From an optimization exercise on the open Yosys and OpenROAD flow, aimed at small area; shortcuts taken in it are not production practice.
Only simulation tests tie the RTL to the original design; equivalence was not proved.
Power is estimated from default activity; no workload was simulated.

$ cat flow/config.mk
export PLATFORM = sky130hd
export DESIGN_NAME = wbuart
export DESIGN_NICKNAME = wbuart
export VERILOG_FILES = /design/flow/design.v
export SDC_FILE = /design/flow/constraint.sdc
export NUM_CORES = 4
export LEC_CHECK = 0
export CAP_MARGIN = 20
export CORE_MARGIN = 2
export CORE_UTILIZATION = 40
export SLEW_MARGIN = 20
$ cat flow/design.v
`default_nettype	none
module	wbuart(i_clk, i_rst,
		i_wb_cyc, i_wb_stb, i_wb_we, i_wb_addr, i_wb_data,
			o_wb_ack, o_wb_stall, o_wb_data,
		i_uart_rx, o_uart_tx, i_cts_n, o_rts_n,
		o_uart_rx_int, o_uart_tx_int,
		o_uart_rxfifo_int, o_uart_txfifo_int);
	parameter [30:0] INITIAL_SETUP = 31'd25;  
	parameter [3:0]	LGFLEN = 4;
	parameter [0:0]	HARDWARE_FLOW_CONTROL_PRESENT = 1'b1;
	localparam [3:0]	LCLLGFLEN = (LGFLEN > 4'ha)? 4'ha
					: ((LGFLEN < 4'h2) ? 4'h2 : LGFLEN);
	input	wire		i_clk, i_rst;
	input	wire		i_wb_cyc;	 
	input	wire		i_wb_stb, i_wb_we;
	input	wire	[1:0]	i_wb_addr;
	input	wire	[31:0]	i_wb_data;	 
	output	reg		o_wb_ack;
	output	wire		o_wb_stall;
	output	reg	[31:0]	o_wb_data;
	input	wire		i_uart_rx;
	output	wire		o_uart_tx;
	input	wire		i_cts_n;
	output	reg		o_rts_n;
	output	wire		o_uart_rx_int, o_uart_tx_int,
				o_uart_rxfifo_int, o_uart_txfifo_int;
	wire	tx_busy;
	reg	[30:0]	uart_setup;
	always @(posedge i_clk)
		if (i_rst)
			uart_setup <= INITIAL_SETUP
			| ((HARDWARE_FLOW_CONTROL_PRESENT==1'b0)? 31'h40000000 : 0);
		else
		if ((i_wb_stb)&&(i_wb_addr == 2'b00)&&(i_wb_we))
			uart_setup <= {
				(i_wb_data[30])
					||(!HARDWARE_FLOW_CONTROL_PRESENT),
				i_wb_data[29:0] };
	wire		rx_stb, rx_break, rx_perr, rx_ferr, ck_uart;
	wire	[7:0]	rx_uart_data;
	reg		rx_uart_reset;
	rxuart	#(INITIAL_SETUP) rx(i_clk, (i_rst)||(rx_uart_reset),
			uart_setup, i_uart_rx,
			rx_stb, rx_uart_data, rx_break,
			rx_perr, rx_ferr, ck_uart);
	wire		rx_empty_n, rx_fifo_err;
	wire	[7:0]	rxf_wb_data;
	wire	[15:0]	rxf_status;
	reg		rxf_wb_read;
	ufifo	#(.LGFLEN(LCLLGFLEN), .RXFIFO(1))
		rxfifo(i_clk, (i_rst)||(rx_break)||(rx_uart_reset),
			rx_stb, rx_uart_data,
			rx_empty_n,
			rxf_wb_read, rxf_wb_data,
			rxf_status, rx_fifo_err);
	assign	o_uart_rxfifo_int = rxf_status[1];
	assign	o_uart_rx_int = rxf_status[0];
	wire	[(LCLLGFLEN-1):0]	check_cutoff;
	assign	check_cutoff = -3;
	always @(posedge i_clk)
		o_rts_n <= ((HARDWARE_FLOW_CONTROL_PRESENT)
			&&(!uart_setup[30])
			&&(rxf_status[(LCLLGFLEN+1):2] > check_cutoff));
	always @(posedge i_clk)
		rxf_wb_read <= (i_wb_stb)&&(i_wb_addr[1:0]==2'b10)
				&&(!i_wb_we);
	reg	r_rx_perr, r_rx_ferr;
	always @(posedge i_clk)
		if ((rx_uart_reset)||(rx_break))
		begin
			r_rx_perr <= 1'b0;
			r_rx_ferr <= 1'b0;
		end else if ((i_wb_stb)
				&&(i_wb_addr[1:0]==2'b10)&&(i_wb_we))
		begin
			r_rx_perr <= (r_rx_perr)&&(~i_wb_data[9]);
			r_rx_ferr <= (r_rx_ferr)&&(~i_wb_data[10]);
		end else if (rx_stb)
		begin
			r_rx_perr <= (r_rx_perr)||(rx_perr);
			r_rx_ferr <= (r_rx_ferr)||(rx_ferr);
		end
	always @(posedge i_clk)
		if ((i_rst)||((i_wb_stb)&&(i_wb_addr[1:0]==2'b00)&&(i_wb_we)))
			rx_uart_reset <= 1'b1;
		else if ((i_wb_stb)&&(i_wb_addr[1:0]==2'b10)&&(i_wb_we))
			rx_uart_reset <= i_wb_data[12];
		else
			rx_uart_reset <= 1'b0;
	wire	[31:0]	wb_rx_data;
	assign	wb_rx_data = { 16'h00,
				3'h0, rx_fifo_err,
				rx_break, rx_ferr, r_rx_perr, !rx_empty_n,
				rxf_wb_data};
	wire		tx_empty_n, txf_err, tx_break;
	wire	[7:0]	tx_data;
	wire	[15:0]	txf_status;
	reg		txf_wb_write, tx_uart_reset;
	reg	[7:0]	txf_wb_data;
	always @(posedge i_clk)
	begin
		txf_wb_write <= (i_wb_stb)&&(i_wb_addr == 2'b11)
					&&(i_wb_we);
		txf_wb_data  <= i_wb_data[7:0];
	end
	ufifo	#(.LGFLEN(LGFLEN), .RXFIFO(0))
		txfifo(i_clk, (tx_break)||(tx_uart_reset),
			txf_wb_write, txf_wb_data,
			tx_empty_n,
			(!tx_busy)&&(tx_empty_n), tx_data,
			txf_status, txf_err);
	assign	o_uart_tx_int = txf_status[0];
	assign	o_uart_txfifo_int = txf_status[1];
	reg	r_tx_break;
	always @(posedge i_clk)
		if (i_rst)
			r_tx_break <= 1'b0;
		else if ((i_wb_stb)&&(i_wb_addr[1:0]==2'b11)&&(i_wb_we))
			r_tx_break <= i_wb_data[9];
	assign	tx_break = r_tx_break;
	always @(posedge i_clk)
		if((i_rst)||((i_wb_stb)&&(i_wb_addr == 2'b00)&&(i_wb_we)))
			tx_uart_reset <= 1'b1;
		else if ((i_wb_stb)&&(i_wb_addr[1:0]==2'b11)&&(i_wb_we))
			tx_uart_reset <= i_wb_data[12];
		else
			tx_uart_reset <= 1'b0;
	wire	cts_n;
	assign	cts_n = (HARDWARE_FLOW_CONTROL_PRESENT)&&(i_cts_n);
	txuart	#(INITIAL_SETUP) tx(i_clk, i_rst, uart_setup,
			r_tx_break, (tx_empty_n), tx_data,
			cts_n, o_uart_tx, tx_busy);
	wire	[31:0]	wb_tx_data;
	assign	wb_tx_data = { 16'h00, 
				i_cts_n, txf_status[1:0], txf_err,
				ck_uart, o_uart_tx, tx_break, (tx_busy|txf_status[0]),
				(tx_busy|txf_status[0])?txf_wb_data:8'b00};
	wire	[31:0]	wb_fifo_data;
	assign	wb_fifo_data = { txf_status, rxf_status };
	reg	[1:0]	r_wb_addr;
	always @(posedge i_clk)
		r_wb_addr <= i_wb_addr;
	reg	r_wb_ack;
	always @(posedge i_clk)  
		r_wb_ack <= i_wb_stb;
	always @(posedge i_clk)  
		o_wb_ack <= r_wb_ack;
	always @(posedge i_clk)
		casez(r_wb_addr)
		2'b00: o_wb_data <= { 1'b0, uart_setup };
		2'b01:  o_wb_data <= wb_fifo_data;
		2'b10: o_wb_data <= wb_rx_data;
		2'b11: o_wb_data <= wb_tx_data;
		endcase
	assign	o_wb_stall = 1'b0;
	/*verilator lint_off UNUSED*/
	wire	[33:0] unused;
	assign	unused = { i_rst, i_wb_cyc, i_wb_data };
	/*verilator lint_on UNUSED*/
endmodule
`default_nettype	none
module rxuart(i_clk, i_reset, i_setup, i_uart_rx, o_wr, o_data, o_break,
			o_parity_err, o_frame_err, o_ck_uart);
	parameter [30:0] INITIAL_SETUP = 31'd868;
	input	wire		i_clk, i_reset;
	/*verilator lint_off UNUSED*/
	input	wire	[30:0]	i_setup;
	/*verilator lint_on UNUSED*/
	input	wire		i_uart_rx;
	output	reg		o_wr;
	output	reg	[7:0]	o_data;
	output	reg		o_break;
	output	reg		o_parity_err, o_frame_err;
	output	wire		o_ck_uart;
	wire	[27:0]	clocks_per_baud, break_condition, half_baud;
	wire	[1:0]	data_bits;
	wire		use_parity, parity_even, dblstop, fixd_parity;
	reg	[29:0]	r_setup;
	reg	[3:0]	state;
	assign	clocks_per_baud = { 4'h0, r_setup[23:0] };
	assign	data_bits   = r_setup[29:28];
	assign	dblstop     = r_setup[27];
	assign	use_parity  = r_setup[26];
	assign	fixd_parity = r_setup[25];
	assign	parity_even = r_setup[24];
	assign	break_condition = { r_setup[23:0], 4'h0 };
	assign	half_baud = { 5'h00, r_setup[23:1] }-28'h1;
	reg	[27:0]	baud_counter;
	reg		zero_baud_counter;
	reg	q_uart, qq_uart, ck_uart;
	always @(posedge i_clk)
	begin
		q_uart <= i_uart_rx;
		qq_uart <= q_uart;
		ck_uart <= qq_uart;
	end
	assign	o_ck_uart = ck_uart;
	reg	[27:0]	chg_counter;
	always @(posedge i_clk)
		if (i_reset)
			chg_counter <= 28'h00;
		else if (qq_uart != ck_uart)
			chg_counter <= 28'h00;
		else if (chg_counter < break_condition)
			chg_counter <= chg_counter + 1;
	always @(posedge i_clk)
		o_break <= ((chg_counter >= break_condition)&&(~ck_uart))? 1'b1:1'b0;
	reg	line_synch;
	always @(posedge i_clk)
		line_synch <= ((chg_counter >= break_condition)&&(ck_uart));
	reg	half_baud_time;
	always @(posedge i_clk)
		half_baud_time <= (~ck_uart)&&(chg_counter >= half_baud);
	always @(posedge i_clk)
		if (state >= 4'he)
			r_setup <= i_setup[29:0];
	always @(posedge i_clk)
	begin
		if (i_reset)
			state <= 4'he;
		else if (state == 4'he)
		begin
			if (line_synch)
				state <= 4'hf;
			else  
				state <= 4'he;
		end else if (o_break)
		begin  
			state <= 4'hd;
		end else if (state == 4'hd)
		begin  
			if (ck_uart)
				state <= 4'hf;
			else
				state <= 4'hd;
		end else if (state == 4'hf)
		begin  
			if ((~ck_uart)&&(half_baud_time))
			begin
				case (data_bits)
				2'b00: state <= 4'h0;
				2'b01: state <= 4'h1;
				2'b10: state <= 4'h2;
				2'b11: state <= 4'h3;
				endcase
			end else  
				state <= 4'hf;
		end else if (zero_baud_counter)
		begin
			if (state < 4'h7)
				state <= state + 1;
			else if (state == 4'h7)
				state <= (use_parity) ? 4'h8:4'h9;
			else if (state == 4'h8)
				state <= 4'h9;
			else if (state == 4'h9)
			begin  
				if (~ck_uart)  
					state <= 4'he;
				else if (dblstop)
					state <= 4'ha;
				else
					state <= 4'hf;
			end else  
			begin
				if (~ck_uart)  
					state <= 4'he;
				else
					state <= 4'hf;
			end
		end
	end
	reg	[7:0]	data_reg;
	always @(posedge i_clk)
		if ((zero_baud_counter)&&(state != 4'h8))
			data_reg <= { ck_uart, data_reg[7:1] };
	reg		calc_parity;
	always @(posedge i_clk)
		if (state == 4'hf)
			calc_parity <= 0;
		else if (zero_baud_counter)
			calc_parity <= calc_parity ^ ck_uart;
	always @(posedge i_clk)
		if ((zero_baud_counter)&&(state == 4'h8))
		begin
			if (fixd_parity)
				o_parity_err <= (ck_uart ^ parity_even);
			else if (parity_even)
				o_parity_err <= (calc_parity != ck_uart);
			else
				o_parity_err <= (calc_parity == ck_uart);
		end else if (state >= 4'hd)
			o_parity_err <= 1'b0;
	always @(posedge i_clk)
		if ((zero_baud_counter)&&((state == 4'h9)
						||(state == 4'ha)))
			o_frame_err <= (o_frame_err)||(~ck_uart);
		else if ((zero_baud_counter)||(state >= 4'hd))
			o_frame_err <= 1'b0;
	reg	pre_wr;
	always @(posedge i_clk)
		if (i_reset)
		begin
			pre_wr <= 1'b0;
			o_data <= 8'h00;
		end else if ((zero_baud_counter)&&(state == 4'h9))
		begin
			pre_wr <= 1'b1;
			case (data_bits)
			2'b00: o_data <= data_reg;
			2'b01: o_data <= { 1'b0, data_reg[7:1] };
			2'b10: o_data <= { 2'b0, data_reg[7:2] };
			2'b11: o_data <= { 3'b0, data_reg[7:3] };
			endcase
		end else if ((zero_baud_counter)||(state == 4'hf))
			pre_wr <= 1'b0;
	always @(posedge i_clk)
		if ((zero_baud_counter)||(state == 4'hf))
			o_wr <= (pre_wr)&&(!i_reset);
		else
			o_wr <= 1'b0;
	always @(posedge i_clk)
		if (i_reset)
			baud_counter <= clocks_per_baud-28'h01;
		else if (zero_baud_counter)
			baud_counter <= clocks_per_baud-28'h01;
		else case(state)
			4'he:baud_counter <= clocks_per_baud-28'h01;
			4'hd:	baud_counter <= clocks_per_baud-28'h01;
			4'hf:	baud_counter <= clocks_per_baud-28'h01;
			default:	baud_counter <= baud_counter-28'h01;
		endcase
	always @(posedge i_clk)
		if (state == 4'hf)
			zero_baud_counter <= 1'b0;
		else
		zero_baud_counter <= (baud_counter == 28'h01);
endmodule
`default_nettype	none
module txuart(i_clk, i_reset, i_setup, i_break, i_wr, i_data,
		i_cts_n, o_uart_tx, o_busy);
	parameter	[30:0]	INITIAL_SETUP = 31'd868;
	input	wire		i_clk, i_reset;
	input	wire	[30:0]	i_setup;
	input	wire		i_break;
	input	wire		i_wr;
	input	wire	[7:0]	i_data;
	input	wire		i_cts_n;
	output	reg		o_uart_tx;
	output	wire		o_busy;
	wire	[27:0]	clocks_per_baud, break_condition;
	wire	[1:0]	data_bits;
	wire		use_parity, parity_even, dblstop, fixd_parity,
			fixdp_value, hw_flow_control;
	reg	[30:0]	r_setup;
	assign	clocks_per_baud = { 4'h0, r_setup[23:0] };
	assign	break_condition = { r_setup[23:0], 4'h0 };
	assign	hw_flow_control = !r_setup[30];
	assign	data_bits       =  r_setup[29:28];
	assign	dblstop         =  r_setup[27];
	assign	use_parity      =  r_setup[26];
	assign	fixd_parity     =  r_setup[25];
	assign	parity_even     =  r_setup[24];
	assign	fixdp_value     =  r_setup[24];
	reg	[27:0]	baud_counter;
	reg	[3:0]	state;
	reg	[7:0]	lcl_data;
	reg		calc_parity, r_busy, zero_baud_counter;
	reg	q_cts_n, qq_cts_n, ck_cts;
	always	@(posedge i_clk)
		q_cts_n <= i_cts_n;
	always	@(posedge i_clk)
		qq_cts_n <= q_cts_n;
	always	@(posedge i_clk)
		ck_cts <= (!qq_cts_n)||(!hw_flow_control);
	always @(posedge i_clk)
	begin
		if (i_reset)
		begin
			r_busy <= 1'b1;
			state <= 4'hf;
		end else if (i_break)
		begin
			state <= 4'he;
			r_busy <= 1'b1;
		end else if (!zero_baud_counter)
		begin  
			r_busy <= 1'b1;
		end else if (state == 4'he)
		begin
			state <= 4'hf;
			r_busy <= 1'b1;
		end else if (state == 4'hf)	 
		begin
			if ((i_wr)&&(!r_busy))
			begin	 
				r_busy <= 1'b1;
				case(data_bits)
				2'b00: state <= 4'h0;
				2'b01: state <= 4'h1;
				2'b10: state <= 4'h2;
				2'b11: state <= 4'h3;
				endcase
			end else begin  
				r_busy <= !ck_cts;
			end
		end else begin
			r_busy <= 1'b1;
			if (state[3] == 0)  
			begin
				if (state == 4'h7)
					state <= (use_parity)?4'h8:4'h9;
				else
					state <= state + 1;
			end else if (state == 4'h8)
			begin
				state <= 4'h9;
			end else if (state == 4'h9)
			begin  
				if (dblstop)
					state <= 4'ha;
				else
					state <= 4'hf;
			end else  
			begin
				state <= 4'hf;  
			end
		end 
	end
	assign	o_busy = (r_busy);
	always @(posedge i_clk)
		if (state == 4'hf)
			r_setup <= i_setup;
	always @(posedge i_clk)
		if (!r_busy)
			lcl_data <= i_data;
		else if (zero_baud_counter)
			lcl_data <= { 1'b0, lcl_data[7:1] };
	always @(posedge i_clk)
		if (i_reset)
			o_uart_tx <= 1'b1;
		else if ((i_break)||((i_wr)&&(!r_busy)))
			o_uart_tx <= 1'b0;
		else if (zero_baud_counter)
			casez(state)
			4'b0???:	o_uart_tx <= lcl_data[0];
			4'h8:	o_uart_tx <= calc_parity;
			default:	o_uart_tx <= 1'b1;
			endcase
	always @(posedge i_clk)
		if (fixd_parity)
			calc_parity <= fixdp_value;
		else if (zero_baud_counter)
		begin
			if (state[3] == 0)  
				calc_parity <= calc_parity ^ lcl_data[0];
			else
				calc_parity <= parity_even;
		end else if (!r_busy)
			calc_parity <= parity_even;
	always @(posedge i_clk)
	begin
		zero_baud_counter <= (baud_counter == 28'h01);
		if ((i_reset)||(i_break))
		begin
			baud_counter <= break_condition;
			zero_baud_counter <= 1'b0;
		end else if (!zero_baud_counter)
			baud_counter <= baud_counter - 28'h01;
		else if (state == 4'he)
			baud_counter <= clocks_per_baud<<2;
		else if (state == 4'hf)
		begin
			baud_counter <= 28'h0;
			zero_baud_counter <= 1'b1;
			if ((i_wr)&&(!r_busy))
			begin
				baud_counter <= clocks_per_baud - 28'h01;
				zero_baud_counter <= 1'b0;
			end
		end else
			baud_counter <= clocks_per_baud - 28'h01;
	end
endmodule
`default_nettype	none
module ufifo(i_clk, i_rst, i_wr, i_data, o_empty_n, i_rd, o_data, o_status, o_err);
	parameter	BW=8;	 
	parameter [3:0]	LGFLEN=4;
	parameter 	RXFIFO=1'b0;
	input	wire		i_clk, i_rst;
	input	wire		i_wr;
	input	wire [(BW-1):0]	i_data;
	output	wire		o_empty_n;	 
	input	wire		i_rd;
	output	wire [(BW-1):0]	o_data;
	output	wire	[15:0]	o_status;
	output	wire		o_err;
	localparam	FLEN=(1<<LGFLEN);
	reg	[(BW-1):0]	fifo[0:(FLEN-1)];
	reg	[(LGFLEN-1):0]	r_first, r_last, r_next;
	wire	[(LGFLEN-1):0]	w_first_plus_one, w_first_plus_two,
				w_last_plus_one;
	assign	w_first_plus_two = r_first + {{(LGFLEN-2){1'b0}},2'b10};
	assign	w_first_plus_one = r_first + {{(LGFLEN-1){1'b0}},1'b1};
	assign	w_last_plus_one  = r_next;  
	reg	will_overflow;
	always @(posedge i_clk)
		if (i_rst)
			will_overflow <= 1'b0;
		else if (i_rd)
			will_overflow <= (will_overflow)&&(i_wr);
		else if (i_wr)
			will_overflow <= (will_overflow)||(w_first_plus_two == r_last);
		else if (w_first_plus_one == r_last)
			will_overflow <= 1'b1;
	reg	r_ovfl;
	always @(posedge i_clk)
		if (i_rst)
		begin
			r_ovfl <= 1'b0;
			r_first <= { (LGFLEN){1'b0} };
		end else if (i_wr)
		begin  
			if ((i_rd)||(!will_overflow))  
				r_first <= w_first_plus_one;
			else
				r_ovfl <= 1'b1;
		end
	always @(posedge i_clk)
		if (i_wr)  
			fifo[r_first] <= i_data;
	reg	will_underflow;
	always @(posedge i_clk)
		if (i_rst)
			will_underflow <= 1'b1;
		else if (i_wr)
			will_underflow <= 1'b0;
		else if (i_rd)
			will_underflow <= (will_underflow)||(w_last_plus_one == r_first);
		else
			will_underflow <= (r_last == r_first);
	always @(posedge i_clk)
		if (i_rst)
		begin
			r_last <= 0;
			r_next <= { {(LGFLEN-1){1'b0}}, 1'b1 };
		end else if (i_rd)
		begin
			if (!will_underflow)  
			begin
				r_last <= r_next;
				r_next <= r_last +{{(LGFLEN-2){1'b0}},2'b10};
			end
		end
	reg	[(BW-1):0]	fifo_here, fifo_next, r_data;
	always @(posedge i_clk)
		fifo_here <= fifo[r_last];
	always @(posedge i_clk)
		fifo_next <= fifo[r_next];
	always @(posedge i_clk)
		r_data <= i_data;
	reg	[1:0]	osrc;
	always @(posedge i_clk)
		if (will_underflow)
			osrc <= 2'b00;
		else if ((i_rd)&&(r_first == w_last_plus_one))
			osrc <= 2'b01;
		else if (i_rd)
			osrc <= 2'b11;
		else
			osrc <= 2'b10;
	assign o_data = (osrc[1]) ? ((osrc[0])?fifo_next:fifo_here) : r_data;
	reg	r_empty_n;
	always @(posedge i_clk)
		if (i_rst)
			r_empty_n <= 1'b0;
		else casez({i_wr, i_rd, will_underflow})
			3'b00?: r_empty_n <= (r_first != r_last);
			3'b010: r_empty_n <= (r_first != w_last_plus_one);
			3'b10?: r_empty_n <= 1'b1;
			3'b110: r_empty_n <= (r_first != r_last);
			3'b111: r_empty_n <= 1'b1;
			default: begin end
		endcase
	wire	w_full_n;
	assign	w_full_n = will_overflow;
	reg	[(LGFLEN-1):0]	r_fill;
	always @(posedge i_clk)
		if (RXFIFO!=0) begin
			if (i_rst)
				r_fill <= 0;
			else casez({(i_wr), (!will_overflow), (i_rd)&&(!will_underflow)})
			3'b0?1:   r_fill <= r_first - r_next;
			3'b110:   r_fill <= r_first - r_last + 1'b1;
			3'b1?1:   r_fill <= r_first - r_last;
			default: r_fill <= r_first - r_last;
			endcase
		end else begin
			if (i_rst)
				r_fill <= { (LGFLEN){1'b1} };
			else casez({i_wr, (!will_overflow), (i_rd)&&(!will_underflow)})
			3'b0?1:   r_fill <= r_fill + 1'b1;
			3'b110:   r_fill <= r_fill - 1'b1;
			default: r_fill  <= r_fill;
			endcase
		end
	assign o_err = (r_ovfl);  
	wire	[3:0]	lglen;
	assign lglen = LGFLEN;
	wire	w_half_full;
	wire	[9:0]	w_fill;
	assign	w_fill[(LGFLEN-1):0] = r_fill;
	generate if (LGFLEN < 10)
		assign w_fill[9:(LGFLEN)] = 0;
	endgenerate
	assign	w_half_full = r_fill[(LGFLEN-1)];
	assign	o_status = {
		lglen,
		w_fill,
		(RXFIFO!=0)?w_half_full:w_half_full,
		(RXFIFO!=0)?r_empty_n:w_full_n
	};
	assign	o_empty_n = r_empty_n;
endmodule
$ cat flow/run.sh
#!/bin/bash
# synth_recipe.tcl (not shown) runs the flow's synth.tcl, then flattens the netlist and writes it again
# the make line also repeats each setting of config.mk as NAME=value (left out here)
make -C /OpenROAD-flow-scripts/flow DESIGN_CONFIG=/design/flow/config.mk WORK_HOME=/design/flow/orfs CLKGATE_MAP_FILE= SYNTH_SCRIPT=/design/flow/synth_recipe.tcl finish
$ cat flow/constraint.sdc
create_clock -name core_clock -period 10.0 [get_ports {i_clk}]
set_input_delay 2.0000 -clock core_clock [delete_from_list [all_inputs] [get_ports {i_clk}]]
set_output_delay 2.0000 -clock core_clock [all_outputs]
set_load 0.01 [all_outputs]
==> results.json <==
{
  "hpwl_um": 51100,
  "seq_power_share": 0.495,
  "final_cells": 3434,
  "p_leak_nw": 11.6,
  "r2r-end": "rx.half_baud_time",
  "start_util": 0.406,
  "clock_path_buffers": 3,
  "root_buffer": "clkbuf_16",
  "setup_violations": 0,
  "power.total_mw": 5.63,
  "final.period_utilization": 0.386,
  "p_sw_mw": 1.25,
  "track_usage": 0.195,
  "rows": 98,
  "syn2layout_area_growth_pct": 13.9,
  "async_flop_share": 0,
  "netSwitchingFraction": 0.222,
  "yosys_warnings": 5,
  "hold_viol": 0,
  "irDropWorstVdd_mv": 0.113,
  "cp_data_required_time_ns": 10.47,
  "cts-htree-levels": 3,
  "clk_latency_ns": 0.63,
  "dr.first_iter.drc_count": 1695,
  "boundaryPins": 81,
  "post_cts_buffers": 0,
  "ant_nets": 0,
  "netlist_area_um2": 29100,
  "endpoint_kind": "register",
  "path_clk_slew_ns": 0.06,
  "dp.cells": 3305,
  "combPwrFrac": 0.037,
  "ys_types": 76,
  "cp_data_arrival_time_ns": 4.33,
  "synth-main-ff-cell": "edfxtp_1",
  "syn-mean-instance-area_um2": 12.2,
  "reg2regPathDepth": 12,
  "die-area_um2": 74900,
  "p_clk_frac": 0.468,
  "critPathMaxFanout": 7,
  "slew_violations": 0,
  "fillers": 6404,
  "holdWs_ns": 0.325,
  "numPortBuffers": 76,
  "preCtsSetupSlack_ns": 5.67,
  "final_nets": 2563,
  "worst_pin_slew_ns": 1.04,
  "max_freq_mhz": 259,
  "cap_violations": 0,
  "synth_edf_count": 336,
  "vias": 19200,
  "postCtsHoldBufs": 0,
  "coreArea_um2": 71700,
  "hold_depth": 0,
  "vias_per_cell": 5.60,
  "synth-seq-area-share": 0.546,
  "antenna_found_initial": 4,
  "worst-setup-path-type": "reg2reg",
  "finalCriticalPeriod_ns": 3.86,
  "reg2reg_slack_ns": 6.14,
  "fin_worst_skew_ns": 0.0274,
  "grt_pass1_vias": 19000,
  "relSlewSlack": 0.303,
  "drive_gt1_frac": 0.135,
  "fp.dieH_um": 274,
  "grt-ovfl-total": 0,
  "synth_top_area_frac": 0.347,
  "synth_cells": 2381,
  "grt_pass1_wl_um": 112000,
  "rsz0062_at_grt": "no",
  "cts_tree": "done",
  "cellInternalPower_mw": 4.38,
  "die_w_um": 274,
  "cts_sinks": 625,
  "outcome": "no timing/DRC/antenna violations",
  "hp-class": "reg2reg",
  "crit_path_start_kind": "register",
  "drtPass1Iterations": 5,
  "routed_wl_um": 73000,
  "cts_resized": 0,
  "yosys-top-cells-area": "edfxtp_1 (35%), dfxtp_1 (20%), mux4_2 (13%)",
  "drc": 0,
  "ys_ff_latch": 625,
  "grt_max_degree": 52,
  "r2r-start": "rx.r_setup[7]",
  "place_congestion": 0.856,
  "pwr_density_cell_nw_per_um2": 170,
  "worst_slack_ns": 6.14,
  "tns_ns": 0,
  "hold_start": "tx.q_cts_n",
  "reg_top3": "rxfifo.fifo: 128 flops, txfifo.fifo: 128 flops",
  "yosysTopAreaCell": "edfxtp_1",
  "drt-wirelength-per-cell_um": 21.3,
  "cts_made_buffers": 70,
  "holdPathEnd": "tx.qq_cts_n"
}
-- cell type report --
type | instances | area, um2 | share of cell area
Sequential cell | 625 | 15900 | 0.479
Multi-Input combinational cell | 1560 | 12500 | 0.377
Clock buffer | 95 | 1980 | 0.0597
Tap cell | 950 | 1190 | 0.0359
Timing Repair Buffer | 105 | 978 | 0.0295
Clock inverter | 33 | 379 | 0.0114
Inverter | 65 | 244 | 0.00736
Antenna cell | 1 | 2.50 | 0.0000755
-- metrics by stage --
step / instance area [um2] / utilization
2_1_floorplan: 29100 / -
3_3_place_gp: 30800 / 0.429
3_5_place_dp: 30800 / 0.429
4_1_cts: 33100 / 0.462
5_1_grt: 33100 / 0.462
6_report: 33100 / 0.462
-- worst max path at each step --
stage                         startpoint                   to  slack, ns
floorplan                          i_rst   rx.baud_counter[3]       6.50
global placement                   i_rst  rx.baud_counter[26]       5.71
detailed placement                 i_rst  rx.baud_counter[25]       5.67
CTS                 txfifo.will_overflow        o_uart_tx_int       6.16
global route               rx.r_setup[3]    rx.half_baud_time       5.84
finish                     rx.r_setup[7]    rx.half_baud_time       6.14
-- cell usage in the layout (no fill, tap or decap), types with 73 or more instances in the layout --
cell	netlist	routed
o21ai_0	81	81
nand2_1	247	247
mux4_2	164	164
clkbuf_16	0	73
ha_1	92	92
dfxtp_1	289	285
clkdlybuf4s50_1	0	76
nor2_1	202	201
xnor2_1	116	116
edfxtp_1	336	336
a21oi_1	149	149
-- critical path, stage by stage, from the launching register on --
cell and delay (ns):
edfxtp_1 0.51, nor4_1 0.64, nand3_1 0.22, or4_1 0.58, nor3_1 0.23, xnor2_1 0.11, ha_1 0.28, nand4_1 0.13
nor3_1 0.26, a221oi_1 0.18, o211ai_1 0.12, a21oi_1 0.06, a211oi_1 0.41
-- per-layer routing --
metal / share of wire / vias to the layer above / track usage
met5: 0 / - / 0
met4: 0.022 / 0 / 0.0591
met3: 0.065 / 103 / 0.0335
met2: 0.47 / 630 / 0.314
met1: 0.44 / 9569 / 0.269
li1: - / 8922 / -
-- kinds of logic after synthesis --
group                    after synthesis  share of synthesized area
AND/OR/NAND/NOR                      731                      0.122
multiplexers                         206                      0.142
XOR/XNOR                             172                     0.0518
other                                  1                   0.000129
buffers and inverters                197                     0.0259
adder cells (fa/ha/maj)               95                     0.0416
AO/OA/AOI/OAI                        354                     0.0713
flip-flops                           625                      0.546
-- cells in the mapped netlist, types with 27 or more instances --
cell type	instances
nor4_1	27
xor2_1	56
ha_1	92
mux4_2	164
clkbuf_1	102
edfxtp_1	336
nand3_1	40
a21oi_1	149
nand2_1	247
nor3_1	60
nor2_1	202
xnor2_1	116
dfxtp_1	289
o21ai_0	81
inv_1	64
mux2i_1	39
-- power groups by stage --
| stage | Clock [mW] | Sequential, mW | Combinational (mW) |
|---|---|---|---|
| 6_report | 2.63 | 2.79 | 0.209 |
| 5_1_grt | 2.79 | 2.79 | 0.230 |
| 4_1_cts | 2.68 | 2.79 | 0.209 |
| 3_5_place_dp | 0 | 2.84 | 0.207 |
| 3_3_place_gp | 0 | 2.84 | 0.205 |
| 2_1_floorplan | 0 | 2.82 | 0.134 |

-- separate check: timing with driven ports --
In the flow no input, the clock included, has a driving cell. The finished layout below was timed again as built, in two steps.
Step 1: set_driving_cell puts a clkbuf_16 on i_clk and a buf_2 on each other input, an assumption about the parent block.
Step 2 times the ports against the registers' clock, not the clock port: input delays grow and output delays shrink by t, the midpoint of the rising clock arrivals with the driver on.
Slacks: ideal ports / drivers / drivers and shift; pairs: ideal ports / drivers.
t (ns): 0.678
slack for setup (ns): 6.141 / 6.113 / 5.624
worst setup path at the end: input to register
After both steps setup and hold are still met in this run. For this run, drivers alone change the setup slack by -0.028 ns; drivers and shift together by -0.517 ns.
